From an optimization exercise on the open Yosys and OpenROAD flow, aimed at small area; shortcuts taken in it are not production practice.
The RTL was checked by simulation tests, not by an equivalence proof against the original design.
Power and IR drop assume default switching activity.

$ cat design/flow/flow/run.sh
#!/bin/bash
# Own layout flow: the standard flow (standard.sh), with
#  - synthesis identical except for the ABC script used for the
#    combinational mapping (flow/abc_area.script, an area-oriented
#    mapping); registers are mapped exactly as in the standard synthesis;
#  - smaller port buffers, one shared tie cell, and a clock tree of small
#    buffers without dummy loads.
# Each tool's full output goes to the ORFS logs under orfs/logs and to
# standard.log in this folder.
set -euo pipefail
HERE=$(pwd)
mkdir -p mysynth
sed "s#log_cmd abc {\*}\$abc_args#log_cmd abc {*}[lreplace \$abc_args 1 1 $HERE/flow/abc_area.script]#" \
    "$FLOW_HOME/scripts/synth.tcl" > mysynth/synth.tcl
grep -q "flow/abc_area.script" mysynth/synth.tcl
sed "s#\$::env(SCRIPTS_DIR)/synth.tcl#$HERE/mysynth/synth.tcl#" synth_recipe.tcl > mysynth/synth_recipe.tcl
grep -q "mysynth/synth.tcl" mysynth/synth_recipe.tcl

source "$HERE/flow/settings.sh"

bash standard.sh \
    SYNTH_SCRIPT="$HERE/mysynth/synth_recipe.tcl" \
    "${EXTRA[@]}" \
    finish > standard.log 2>&1
$ cat design/flow/flow/abc_area.script
strash
&get -n
&st
&syn2
&dch
&nf -R 1000
&put
$ cat design/flow/flow/settings.sh
EXTRA=(
    CORE_UTILIZATION=80
    PLACE_DENSITY=0.85
    SKIP_REPAIR_TIE_FANOUT=1
    "SYNTH_KEEP_MODULES=sync_fifo_aoi222 sync_fifo_aoi22"
    "BUFFER_PORTS_ARGS=-buffer_cell sky130_fd_sc_hd__buf_1"
    "CTS_ARGS=-sink_clustering_enable -repair_clock_nets -dont_use_dummy_load -buf_list {sky130_fd_sc_hd__clkbuf_2 sky130_fd_sc_hd__clkbuf_8} -root_buf sky130_fd_sc_hd__clkbuf_2 -tree_buf sky130_fd_sc_hd__clkbuf_2 -sink_clustering_buffer sky130_fd_sc_hd__clkbuf_8 -sink_clustering_size 19 -sink_clustering_max_diameter 75"
)
$ cat design/flow/standard.sh
#!/bin/bash
# synth_recipe.tcl (not shown) runs the flow's synth.tcl, then flattens the netlist and writes it again
# the make line also repeats each setting of config.mk as NAME=value (left out here)
make -C /OpenROAD-flow-scripts/flow DESIGN_CONFIG=/design/flow/config.mk WORK_HOME=/design/flow/orfs CLKGATE_MAP_FILE= SYNTH_SCRIPT=/design/flow/synth_recipe.tcl "${@:-finish}"
$ cat design/flow/config.mk
export PLATFORM = sky130hd
export DESIGN_NAME = sync_fifo
export DESIGN_NICKNAME = sync_fifo
export VERILOG_FILES = /design/flow/design.v
export SDC_FILE = /design/flow/constraint.sdc
export NUM_CORES = 4
export LEC_CHECK = 0
export CAP_MARGIN = 20
export CORE_MARGIN = 2
export CORE_UTILIZATION = 40
export SLEW_MARGIN = 20
$ cat design/flow/constraint.sdc
create_clock -name core_clock -period 6.5 [get_ports {clk}]
set_input_delay 1.3000 -clock core_clock [delete_from_list [all_inputs] [get_ports {clk}]]
set_output_delay 1.3000 -clock core_clock [all_outputs]
set_load 0.01 [all_outputs]
$ cat design/flow/design.v
module sync_fifo #(
    parameter DATA_WIDTH = 8,
    parameter DEPTH = 32,
    parameter ALMOST_COUNT = 2
) (
    input wire clk,
    input wire reset,
    input wire wr_en,
    input wire rd_en,
    input wire [DATA_WIDTH-1:0] wr_data,
    output reg [DATA_WIDTH-1:0] rd_data,
    output wire empty,
    output wire full,
    output wire almost_empty,
    output wire almost_full,
    output wire valid,
    output wire overflow,
    output wire underflow,
    output wire [DEPTH:0] count
);
localparam AW = $clog2(DEPTH);
reg [AW:0] n;                           
reg [DATA_WIDTH-1:0] mem [0:DEPTH-1];   
assign empty        = (n == 0);
assign full         = n[AW];
assign almost_empty = (n != 0) && (n <= ALMOST_COUNT);
assign almost_full  = !n[AW] && (n >= DEPTH - ALMOST_COUNT);
assign valid        = rd_en && !empty;
assign overflow     = wr_en && full;
assign underflow    = rd_en && empty;
assign count        = {{(DEPTH-AW){1'b0}}, n};
wire do_wr = wr_en && !full;
wire do_rd = valid;
wire up = do_wr && !do_rd;
wire dn = do_rd && !do_wr;
reg [AW:0] tgl;
reg all1, all0;
integer k;
always @(*) begin
    all1 = 1'b1;
    all0 = 1'b1;
    for (k = 0; k <= AW; k = k + 1) begin
        tgl[k] = (up && all1) || (dn && all0);
        all1 = all1 && n[k];
        all0 = all0 && !n[k];
    end
end
always @(posedge clk or posedge reset) begin
    if (reset)
        n <= 0;
    else
        n <= n ^ tgl;
end
integer i;
always @(posedge clk) begin
    if (do_wr) begin
        mem[0] <= wr_data;
        for (i = 1; i < DEPTH; i = i + 1)
            mem[i] <= mem[i-1];
    end
end
wire [DEPTH-1:0] nsel = {{(DEPTH-1){1'b0}}, 1'b1} << n[AW-1:0];
wire [DEPTH-1:0] rsel = {nsel[0], nsel[DEPTH-1:1]};
localparam NG = (DEPTH + 2) / 3;             
wire [DATA_WIDTH-1:0] grp_n [0:NG-1];        
genvar g, b;
generate
    for (g = 0; g < NG; g = g + 1) begin : grp
        for (b = 0; b < DATA_WIDTH; b = b + 1) begin : bit_
            if (3*g + 2 < DEPTH) begin : full3
                sync_fifo_aoi222 u (
                    .a1(rsel[3*g]),   .a2(mem[3*g][b]),
                    .b1(rsel[3*g+1]), .b2(mem[3*g+1][b]),
                    .c1(rsel[3*g+2]), .c2(mem[3*g+2][b]),
                    .y(grp_n[g][b]));
            end else begin : part2
                sync_fifo_aoi22 u (
                    .a1(rsel[3*g]),   .a2(mem[3*g][b]),
                    .b1(rsel[3*g+1]), .b2(mem[3*g+1][b]),
                    .y(grp_n[g][b]));
            end
        end
    end
endgenerate
reg [DATA_WIDTH-1:0] rword;
integer j;
always @(*) begin
    rword = {DATA_WIDTH{1'b1}};
    for (j = 0; j < NG; j = j + 1)
        rword = rword & grp_n[j];
    rword = ~rword;
end
always @(posedge clk) begin
    if (do_rd)
        rd_data <= rword;
end
endmodule
module sync_fifo_aoi222 (
    input wire a1, a2, b1, b2, c1, c2,
    output wire y
);
assign y = ~((a1 & a2) | (b1 & b2) | (c1 & c2));
endmodule
module sync_fifo_aoi22 (
    input wire a1, a2, b1, b2,
    output wire y
);
assign y = ~((a1 & a2) | (b1 & b2));
endmodule
==> results of run 1 <==
[registers in the layout (all words and copies together) (netlist names)]
register,flops
mem,256
rd_data,8
n,6
[layer usage]
layer	vias to the layer above	wire [µm]	GRT usage [%]	share of wire [%]
met5	-	0	0	0
met4	0	485	10.1	2.7
met3	40	1590	4.13	8.9
met2	346	8990	45.8	50
met1	2530	6770	39.4	38
li1	2173	-	-	-
[modules after synthesis (local to each module, per instance)]
module            copies in the design  cells
sync_fifo                            1    406
sync_fifo_aoi222                    80      1
sync_fifo_aoi22                      8      1
[per-stage QoR]
stage	area (µm²)	cells	hold WS [ps]	total power [mW]
finish	10100	664	364	4.23
global route	10100	664	356	4.40
CTS	10100	664	333	4.22
detailed placement	9840	646	432	3.57
global placement	9840	646	429	3.48
floorplan	9730	494	425	3.26
[synth_stat cells (3+ instances only)]
cell and count:
xnor2_1 4, nand2_1 5, edfxtp_1 264, buf_4 28
nand4_1 24, clkinv_1 5, a22oi_1 8, nor2_1 41
a222oi_1 80, nand2b_1 3, dfrtp_1 6
[layout make-up]
class	instances	area share, %
clock buffers	18	2.20
inverters	5	0.311
multi-input cells	191	14.1
flip-flops and latches	270	80.3
well taps	147	1.83
repair buffers	33	1.27
[worst max path at each step]
stage / from / endpoint / slack (ps) / cells after the start
after floorplan: wr_en / n[4] / 1030 / 7
after global placement: wr_en / mem[10][7] / 2900 / 4
after detailed placement: wr_en / mem[9][1] / 2780 / 4
after CTS: n[4] / valid / 2300 / 5
after global routing: n[4] / valid / 2160 / 5
final: n[4] / valid / 2300 / 5
[report_power, final]
part	leakage (nW)	internal (mW)	total (mW)	switching (mW)
registers	2.59	2.50	2.73	0.236
logic	0.428	0.240	0.819	0.579
clock network	0.120	0.216	0.674	0.459
[cell families (layout without fill, tap and decap cells)]
family | count (synthesis) | count (layout) | synth area share [%]
AND/OR/NAND/NOR | 88 | 88 | 4.54
XOR/XNOR | 6 | 6 | 0.540
multiplexers | 1 | 1 | 0.103
buffers and inverters | 33 | 56 | 2.35
AO/OA/AOI/OAI | 93 | 93 | 9.12
adder cells (fa/ha/maj) | 2 | 2 | 0.257
other | 1 | 1 | 0.0386
flip-flops | 270 | 270 | 83.0
[cell usage in the layout, fill, tap and decap left out, types with 3 or more instances in the layout]
cell type and instances:
edfxtp_1 264, a222oi_1 80, nor2_1 41, buf_1 32
nand4_1 24, clkbuf_8 15, a22oi_1 8, dfrtp_1 6
nand2_1 5, clkinv_1 4, xnor2_1 4, nand2b_1 3
clkbuf_2 3
==> impl_metrics.toml, run 1 <==
[die]
fp.dieW_um = 114
die_h_um = 114
initial_utilization_pct = 81.3
core_area_um2 = 12000
io_pins = 60
dieArea_um2 = 13100
rows = 40

[synth]
synth_nets = 508
synth-warning-count = 3
ys_seq_elements = 270
ys_async_sr_fraction_pct = 2.22
synth_edf_count = 264
synth_top_cell_by_area = "edfxtp_1"
syn_area_per_cell_um2 = 19.7
synth_top_area_share_pct = 81.5
ys.flop_type = "edfxtp_1"
synth_cell_type_count = 27
syn_inst = 494
seq_area_frac_synth_pct = 83.0
synth_area_um2 = 9730
synth_area_leaders = "edfxtp_1 (82%), a222oi_1 (8.2%), buf_4 (2.2%), nor2_1 (1.6%), dfrtp_1 (1.5%)"

[critical_path]
critPathRequiredTime_ps = 5200
crit_path_end_kind = "primary output"
path_class = "flop to primary output"
timing.rr.end = "n[5]"
reg2reg_slack_ps = 3560
path_cells = "or2_0 > nor3_1 > nand2b_1 > clkinv_1 > buf_1"
crit_buf_inv = 2
r2r_start = "n[4]"
cp-start-kind = "flop"
critPathMaxFanout = 10
r2r_cells = 9
arrival_ps = 2900
cpPeakStageDelay_ps = 470
crit_slowest_cell = "dfrtp_1"
cp_top_family = "simple AND/OR/NAND/NOR gates"

[job]
cap_violations = 0

[timing]
fin_crit_sh_pct = 64.6
setup_viol = 0
rsz0062_at_grt = "no"
final-hold-violation-count = 0
finalWorstSetupSlack_ps = 2300
min_period_ps = 4200
worstMarginPinSlew_ps = 964
max-slew-margin-rel_pct = 35.7
fin_tns_setup_ps = 0
finalClockSkew_ps = 110
max_freq_ghz = 0.238
drv_slew = 0

[route]
drc_errors = 0
drt.antenna.violating_nets = 0
viasPerCell = 7.66
drt_iter0_drc = 1058
wirelength_um = 17800
first_pass_iters = 8
vias = 5089
wl_per_cell_um = 26.9

[cts]
cts_tree = "done"
post_cts_buffers = 0
cts_sinks = 270
clkTransAtPathRegs_ps = 110
clock_latency_ps = 780
cts_resized = 0
clockBufferDepth = 3
cts_buffers = 18
clockRootBuffer = "clkbuf_2"
cts.hold.buffers_added = 0
cts_max_level = 1

[placement]
place.gp.congestion = 0.801
dp_slack_ps = 2780
portBuffers = 32
dp_hpwl_um = 11700

[power_and_ir_drop]
p_leak_nw = 3.14
powerDensity_nw_per_um2 = 420
ir_worst_vdd_mv = 0.288

[final_layout]
syn_to_final_growth_pct = 3.45
multi_input_area_um2 = 1420
nNetsFinal = 533
antenna_cells = 0
post-route-util_pct = 84.1
fill_cells = 558
ff_latch_area_um2 = 8080
drive_gt1_share_pct = 3.87

[global_routing]
antenna_found_initial = 0
grt_pass1_wl_um = 27300
grt_pass1_vias = 5015
grt_usage_pct = 27.9
grt_max_degree = 191
grt_overflow = 0

[status]
outcome = "timing/DRC/antenna clean"

[hold_path]
hold_path_class = "input pin to asynchronous set/reset pin"
==> inputs of run 2 (changes only) <==
==> design/flow/flow/settings.sh (replaced) <==
EXTRA=(
    CORE_UTILIZATION=80
    PLACE_DENSITY=0.85
    GPL_TIMING_DRIVEN=0
    SKIP_REPAIR_TIE_FANOUT=1
    "SYNTH_KEEP_MODULES=sync_fifo_aoi222 sync_fifo_aoi22"
    "BUFFER_PORTS_ARGS=-buffer_cell sky130_fd_sc_hd__buf_1"
    "CTS_ARGS=-sink_clustering_enable -repair_clock_nets -dont_use_dummy_load -buf_list {sky130_fd_sc_hd__clkbuf_2 sky130_fd_sc_hd__clkbuf_8} -root_buf sky130_fd_sc_hd__clkbuf_2 -tree_buf sky130_fd_sc_hd__clkbuf_2 -sink_clustering_buffer sky130_fd_sc_hd__clkbuf_8 -sink_clustering_size 18 -sink_clustering_max_diameter 70"
)
==> impl_metrics.toml, run 2 <==
[final_layout]
mostFrequentLayoutCells = "edfxtp_1 (264), a222oi_1 (80), nor2_1 (41), buf_1 (32), buf_4 (28)"
syn_to_final_growth_pct = 5.81
drive_gt1_share_pct = 8.81
fill_cells = 503
post-route-util_pct = 86.0
reg_top3 = "mem (256), rd_data (8), n (6)"
antenna_cells = 0
largest-register = "mem"
nNetsFinal = 561
final_area_um2 = 10300
largest_reg_flops = 256
final_common_cell = "edfxtp_1"

[power_and_ir_drop]
p_leak_nw = 3.30
sw_frac_of_total_pct = 30.3
p_seq_share_pct = 64.1
p_sw_mw = 1.29
ir_worst_vdd_mv = 0.314
p_int_mw = 2.97
clockPowerShare_pct = 15.9
total_power_mw = 4.26
combPwrFrac_pct = 19.9
powerDensity_nw_per_um2 = 414

[synth]
synth-warning-count = 3
synth_cell_type_count = 27
synth_area_leaders = "edfxtp_1 (82%), a222oi_1 (8.2%), buf_4 (2.2%), nor2_1 (1.6%), dfrtp_1 (1.5%)"
synth_area_um2 = 9730
seq_area_frac_synth_pct = 83.0
synth.most_common_cell = "edfxtp_1"
synth_top_area_share_pct = 81.5
synth_nets = 508
syn_inst = 494
synth_top_cell_by_area = "edfxtp_1"
synth_common_cells = "edfxtp_1 (264), a222oi_1 (80), nor2_1 (41), buf_4 (28), nand4_1 (24)"
syn_area_per_cell_um2 = 19.7
synth_edf_count = 264
ys.flop_type = "edfxtp_1"
ys_async_sr_fraction_pct = 2.22
ys_seq_elements = 270

[critical_path]
cp-start-kind = "flop"
r2r_start = "n[0]"
r2r_cells = 9
reg2reg_slack_ps = 3510
critPathMaxFanout = 13
crit_path_end_kind = "primary output"
path_class = "flop to primary output"
timing.rr.end = "n[5]"
arrival_ps = 2970
critPathRequiredTime_ps = 5200

[route]
drt.antenna.violating_nets = 0
vias = 5227
wl_per_cell_um = 26.2
drc_errors = 0
first_pass_iters = 6
viasPerCell = 7.55
wirelength_um = 18100
drt_iter0_drc = 1053

[global_routing]
grt_overflow = 0
grt_max_degree = 170
antenna_found_initial = 0
grt_pass1_vias = 5011
grt_pass1_wl_um = 27400
grt_usage_pct = 27.9

[timing]
setup_viol = 0
fin_crit_sh_pct = 65.7
min_period_ps = 4270
final-hold-violation-count = 0
drv_slew = 0
finalWorstSetupSlack_ps = 2230
rsz0062_at_grt = "no"
finalClockSkew_ps = 82.2
max-slew-margin-rel_pct = 44.0
max_freq_ghz = 0.234
worstMarginPinSlew_ps = 840
fin_tns_setup_ps = 0

[die]
core_area_um2 = 12000
dieArea_um2 = 13100
initial_utilization_pct = 81.3
io_pins = 60
rows = 40
fp.dieW_um = 114
die_h_um = 114

[cts]
cts_resized = 0
clock_latency_ps = 760
cts.hold.buffers_added = 0
cts_max_level = 1
cts_sinks = 270
post_cts_buffers = 0
cts_buffers = 18
clockRootBuffer = "clkbuf_2"
clkTransAtPathRegs_ps = 110
clockBufferDepth = 3
cts_tree = "done"

[placement]
dpl-instance-area_um2 = 10100
portBuffers = 32
dp_hpwl_um = 12000
dp_slack_ps = 3030
place.gp.congestion = 0.839

[job]
cap_violations = 0

[status]
outcome = "timing/DRC/antenna clean"

[hold_path]
hold_path_class = "input pin to asynchronous set/reset pin"
[run 2: logic make-up (layout without fill, tap and decap cells)]
group | Yosys count | after routing | synth area share [%]
DFF | 270 | 270 | 83.0
other | 1 | 1 | 0.0386
xor gates and xnor gates | 6 | 6 | 0.540
and+or+nand+nor | 88 | 88 | 4.54
muxes | 1 | 1 | 0.103
AOI/OAI and AO/OA | 93 | 93 | 9.12
buffers and inverters | 33 | 84 | 2.35
adders and majority gates | 2 | 2 | 0.257
[run 2: power by group through the flow]
stage | sequential (mW) | clock, mW | combinational (mW)
final | 2.73 | 0.679 | 0.849
after floorplan | 2.73 | 0 | 0.526
after global routing | 2.77 | 0.745 | 0.914
after CTS | 2.73 | 0.690 | 0.833
after detailed placement | 2.76 | 0 | 0.836
after global placement | 2.76 | 0 | 0.766
[run 2: per-stage QoR]
stage | hold WS [ps] | cells
6_report | 391 | 692
5_1_grt | 405 | 692
4_1_cts | 360 | 692
3_5_place_dp | 432 | 674
3_3_place_gp | 429 | 673
2_1_floorplan | 425 | 494
[run 2: cell type report]
| type | count | area [µm²] | area share (%) |
|---|---|---|---|
| clock buffers | 18 | 221 | 2.15 |
| flip-flops and latches | 270 | 8080 | 78.5 |
| plain buffers | 28 | 210 | 2.04 |
| multi-input cells | 191 | 1420 | 13.8 |
| well taps | 147 | 184 | 1.79 |
| repair buffers | 33 | 148 | 1.43 |
| inverters | 5 | 31.3 | 0.304 |
[run 2: critical path, stage by stage (launching register included)]
cell	delay, ps
dfrtp_1	540
or3_1	550
nor3_1	310
nand2b_1	190
clkinv_1	420
buf_1	280
[run 2: routing by layer]
metal / track usage, % / share of wire [%] / vias to the layer above
met5: 0 / 0 / -
met4: 8.05 / 2.3 / 0
met3: 4.92 / 8.7 / 40
met2: 46.7 / 52 / 347
met1: 39.2 / 37 / 2614
li1: - / - / 2226
[run 2: how the worst max path moves through the flow]
stage / startpoint / to / slack, ps / cells past startpoint
global route: n[0] / valid / 2060 / 5
detailed placement: n[0] / valid / 3030 / 5
floorplan: wr_en / n[4] / 1030 / 7
global placement: wr_en / n[4] / 140 / 8
finish: n[0] / valid / 2230 / 5
CTS: n[0] / valid / 2250 / 5
[run 2: Yosys stat by module (local to each module, per instance)]
module,times used,cells,cell area (µm²)
sync_fifo,1,406,8870
sync_fifo_aoi222,80,1,10.0
sync_fifo_aoi22,8,1,7.51
==> inputs of run 3 (changes only) <==
--- a/design/flow/flow/settings.sh
+++ b/design/flow/flow/settings.sh
@@ -2,5 +2,4 @@
     CORE_UTILIZATION=80
     PLACE_DENSITY=0.85
-    GPL_TIMING_DRIVEN=0
     SKIP_REPAIR_TIE_FANOUT=1
     "SYNTH_KEEP_MODULES=sync_fifo_aoi222 sync_fifo_aoi22"
==> impl_metrics.toml, run 3 <==
[status]
outcome = "timing/DRC/antenna clean"

[synth]
synth.most_common_cell = "edfxtp_1"
synth_compound_area_share_pct = 9.12
ys.flop_type = "edfxtp_1"
synth_cell_type_count = 27
synthSimpleGateAreaFrac_pct = 4.54
synthMuxAreaShare_pct = 0.103
synth_common_cells = "edfxtp_1 (264), a222oi_1 (80), nor2_1 (41), buf_4 (28), nand4_1 (24)"
synth_top_cell_by_area = "edfxtp_1"
synth_area_leaders = "edfxtp_1 (82%), a222oi_1 (8.2%), buf_4 (2.2%), nor2_1 (1.6%), dfrtp_1 (1.5%)"
syn_area_per_cell_um2 = 19.7
seq_area_frac_synth_pct = 83.0
ys_seq_elements = 270
synth-warning-count = 3
synth_area_um2 = 9730
ys_async_sr_fraction_pct = 2.22
yosys.area_share.adder_pct = 0.257
syn_inst = 494
synth_top_family_by_area = "compound AO/OA/AOI/OAI gates"
synth_xor_area_share_pct = 0.540
synth_top_area_share_pct = 81.5
synth_nets = 508
synth_edf_count = 264

[critical_path]
crit_slowest_cell = "or2_0"
r2r_start = "n[4]"
path_class = "flop to primary output"
critPathRequiredTime_ps = 5200
critPathMaxFanout = 10
reg2reg_slack_ps = 3650
cp.depth = 5
cp-endpoint = "valid"
r2r_cells = 9
crit_buf_inv = 2
path_cells = "or2_0 > nor3_1 > nand2b_1 > clkinv_1 > buf_1"
crit_path_end_kind = "primary output"
arrival_ps = 2820
startpoint = "n[4]"
cp-start-kind = "flop"
cp_top_family = "simple AND/OR/NAND/NOR gates"
timing.rr.end = "n[5]"
cpPeakStageDelay_ps = 480

[die]
io_pins = 60
die_h_um = 114
fp.dieW_um = 114
initial_utilization_pct = 81.3
core_area_um2 = 12000
rows = 40
dieArea_um2 = 13100

[global_routing]
antenna_found_initial = 1
grt_pass1_vias = 5051
grt_overflow = 0
grt_usage_pct = 27.9
grt_max_degree = 191
grt_pass1_wl_um = 27200

[timing]
setup_viol = 0
final-hold-violation-count = 0
finalWorstSetupSlack_ps = 2380
rsz0062_at_grt = "no"
max-slew-margin-rel_pct = 36.7
worstMarginPinSlew_ps = 949
max_freq_ghz = 0.243
min_period_ps = 4120
drv_slew = 0
fin_tns_setup_ps = 0
finalClockSkew_ps = 54.9
fin_crit_sh_pct = 63.4

[cts]
cts_resized = 0
clkTransAtPathRegs_ps = 110
cts_buffers = 18
cts_tree = "done"
clock_latency_ps = 710
clockRootBuffer = "clkbuf_2"
cts.hold.buffers_added = 0
cts_sinks = 270
clockBufferDepth = 3
post_cts_buffers = 0
cts_max_level = 1

[power_and_ir_drop]
combPwrFrac_pct = 19.4
clockPowerShare_pct = 15.9
p_leak_nw = 3.14
sw_frac_of_total_pct = 30.0
p_sw_mw = 1.27
p_seq_share_pct = 64.7
powerDensity_nw_per_um2 = 419
ir_worst_vdd_mv = 0.285
p_int_mw = 2.95

[route]
vias = 5104
first_pass_iters = 7
drt.antenna.violating_nets = 0
wirelength_um = 17800
drt_iter0_drc = 1037
viasPerCell = 7.68
wl_per_cell_um = 26.8
drc_errors = 0

[final_layout]
mostFrequentLayoutCells = "edfxtp_1 (264), a222oi_1 (80), nor2_1 (41), buf_1 (32), nand4_1 (24)"
largest_reg_flops = 256
syn_to_final_growth_pct = 3.47
fill_cells = 550
drive_gt1_share_pct = 3.87
final_common_cell = "edfxtp_1"
stdcell_count = 665
reg_top3 = "mem (256), rd_data (8), n (6)"
multi_input_area_um2 = 1420
final_area_um2 = 10100
ff_latch_area_um2 = 8080
post-route-util_pct = 84.1
largest-register = "mem"
nNetsFinal = 533

[placement]
dp_slack_ps = 2780
dpl-instance-area_um2 = 9840
placed_cells = 646
portBuffers = 32
dp_hpwl_um = 11700
place.gp.congestion = 0.801

[job]
cap_violations = 0

[hold_path]
hold_path_class = "input pin to asynchronous set/reset pin"
run 3: logic make-up (layout without fill, tap and decap cells):
| family | Yosys count | after routing |
|---|---|---|
| AO/OA/AOI/OAI | 93 | 93 |
| XOR/XNOR | 6 | 6 |
| adder cells (fa/ha/maj) | 2 | 2 |
| buffers and inverters | 33 | 56 |
| flip-flops | 270 | 270 |
| multiplexers | 1 | 1 |
| other | 1 | 2 |
| AND/OR/NAND/NOR | 88 | 88 |
run 3: how the worst min path moves through the flow:
stage | start | slack, ps | to | cells past startpoint
floorplan | mem[9][0] | 430 | mem[10][0] | 0
global placement | mem[27][0] | 430 | mem[28][0] | 0
detailed placement | mem[22][5] | 430 | mem[23][5] | 0
CTS | reset | 400 | n[4] | 2
global route | reset | 430 | n[4] | 2
finish | reset | 430 | n[4] | 2
run 3: power groups by stage:
| stage | registers [mW] | clock network (mW) | logic (mW) |
|---|---|---|---|
| 6_report | 2.73 | 0.669 | 0.821 |
| 4_1_cts | 2.73 | 0.681 | 0.812 |
| 2_1_floorplan | 2.73 | 0 | 0.526 |
| 3_3_place_gp | 2.71 | 0 | 0.769 |
| 3_5_place_dp | 2.76 | 0 | 0.810 |
| 5_1_grt | 2.77 | 0.724 | 0.894 |
run 3: layout make-up:
class                           instances  share of cell area (%)
Sequential cell                       270                    80.3
Multi-Input combinational cell        191                    14.1
Clock buffer                           18                    2.20
Tap cell                              147                    1.83
Timing Repair Buffer                   33                    1.27
Inverter                                5                   0.311
Antenna cell                            1                  0.0249
run 3: metal layers:
metal	vias to the layer above	global-route usage [%]	routed length, µm
li1	2174	-	-
met1	2544	38.5	6600
met2	348	46.4	9130
met3	38	4.71	1660
met4	0	10.2	461
met5	-	0	0
run 3: modules after synthesis, one instance, submodules excluded:
module | cells inside | times used | flops+latches | area [µm²]
sync_fifo_aoi222 | 1 | 80 | 0 | 10.0
sync_fifo | 406 | 1 | 270 | 8870
sync_fifo_aoi22 | 1 | 8 | 0 | 7.51
run 3: stage by stage:
stage / total power [mW] / hold WS, ps
floorplan: 3.26 / 425
global placement: 3.48 / 429
detailed placement: 3.57 / 432
CTS: 4.22 / 402
global route: 4.39 / 431
finish: 4.22 / 431

-- what the ideal ports hide --
In the flow no input, the clock included, has a driving cell. The finished layouts below were timed again as built, in two steps.
Step 1 assumes that a clkbuf_16 drives the clock port and a buf_2 every other input.
Step 2 adds t to the input delays and takes it off the output delays; t is the mean of the earliest and latest rising clock arrival at the registers after step 1. Input paths then give back, and output paths get back, about the clock's delay inside the block.
a / b / c = no drivers / after step 1 / after step 2; a / b = the first two.
run | t, ns | setup WS [ns] | worst hold slack (ns) | clock arrival spread, ns | worst register clock-pin slew, ns
run 1 | 0.752 | 2.303 / 2.272 / 2.964 | 0.364 / 0.355 / 0.378 | 0.111 / 0.111 | 0.12 / 0.12
run 2 | 0.756 | 2.230 / 2.196 / 2.953 | 0.391 / 0.378 / 0.412 | 0.082 / 0.083 | 0.12 / 0.12
run 3 | 0.720 | 2.382 / 2.346 / 2.959 | 0.431 / 0.417 / 0.431 | 0.057 / 0.057 | 0.11 / 0.11
After both steps setup and hold are still met in every run listed.
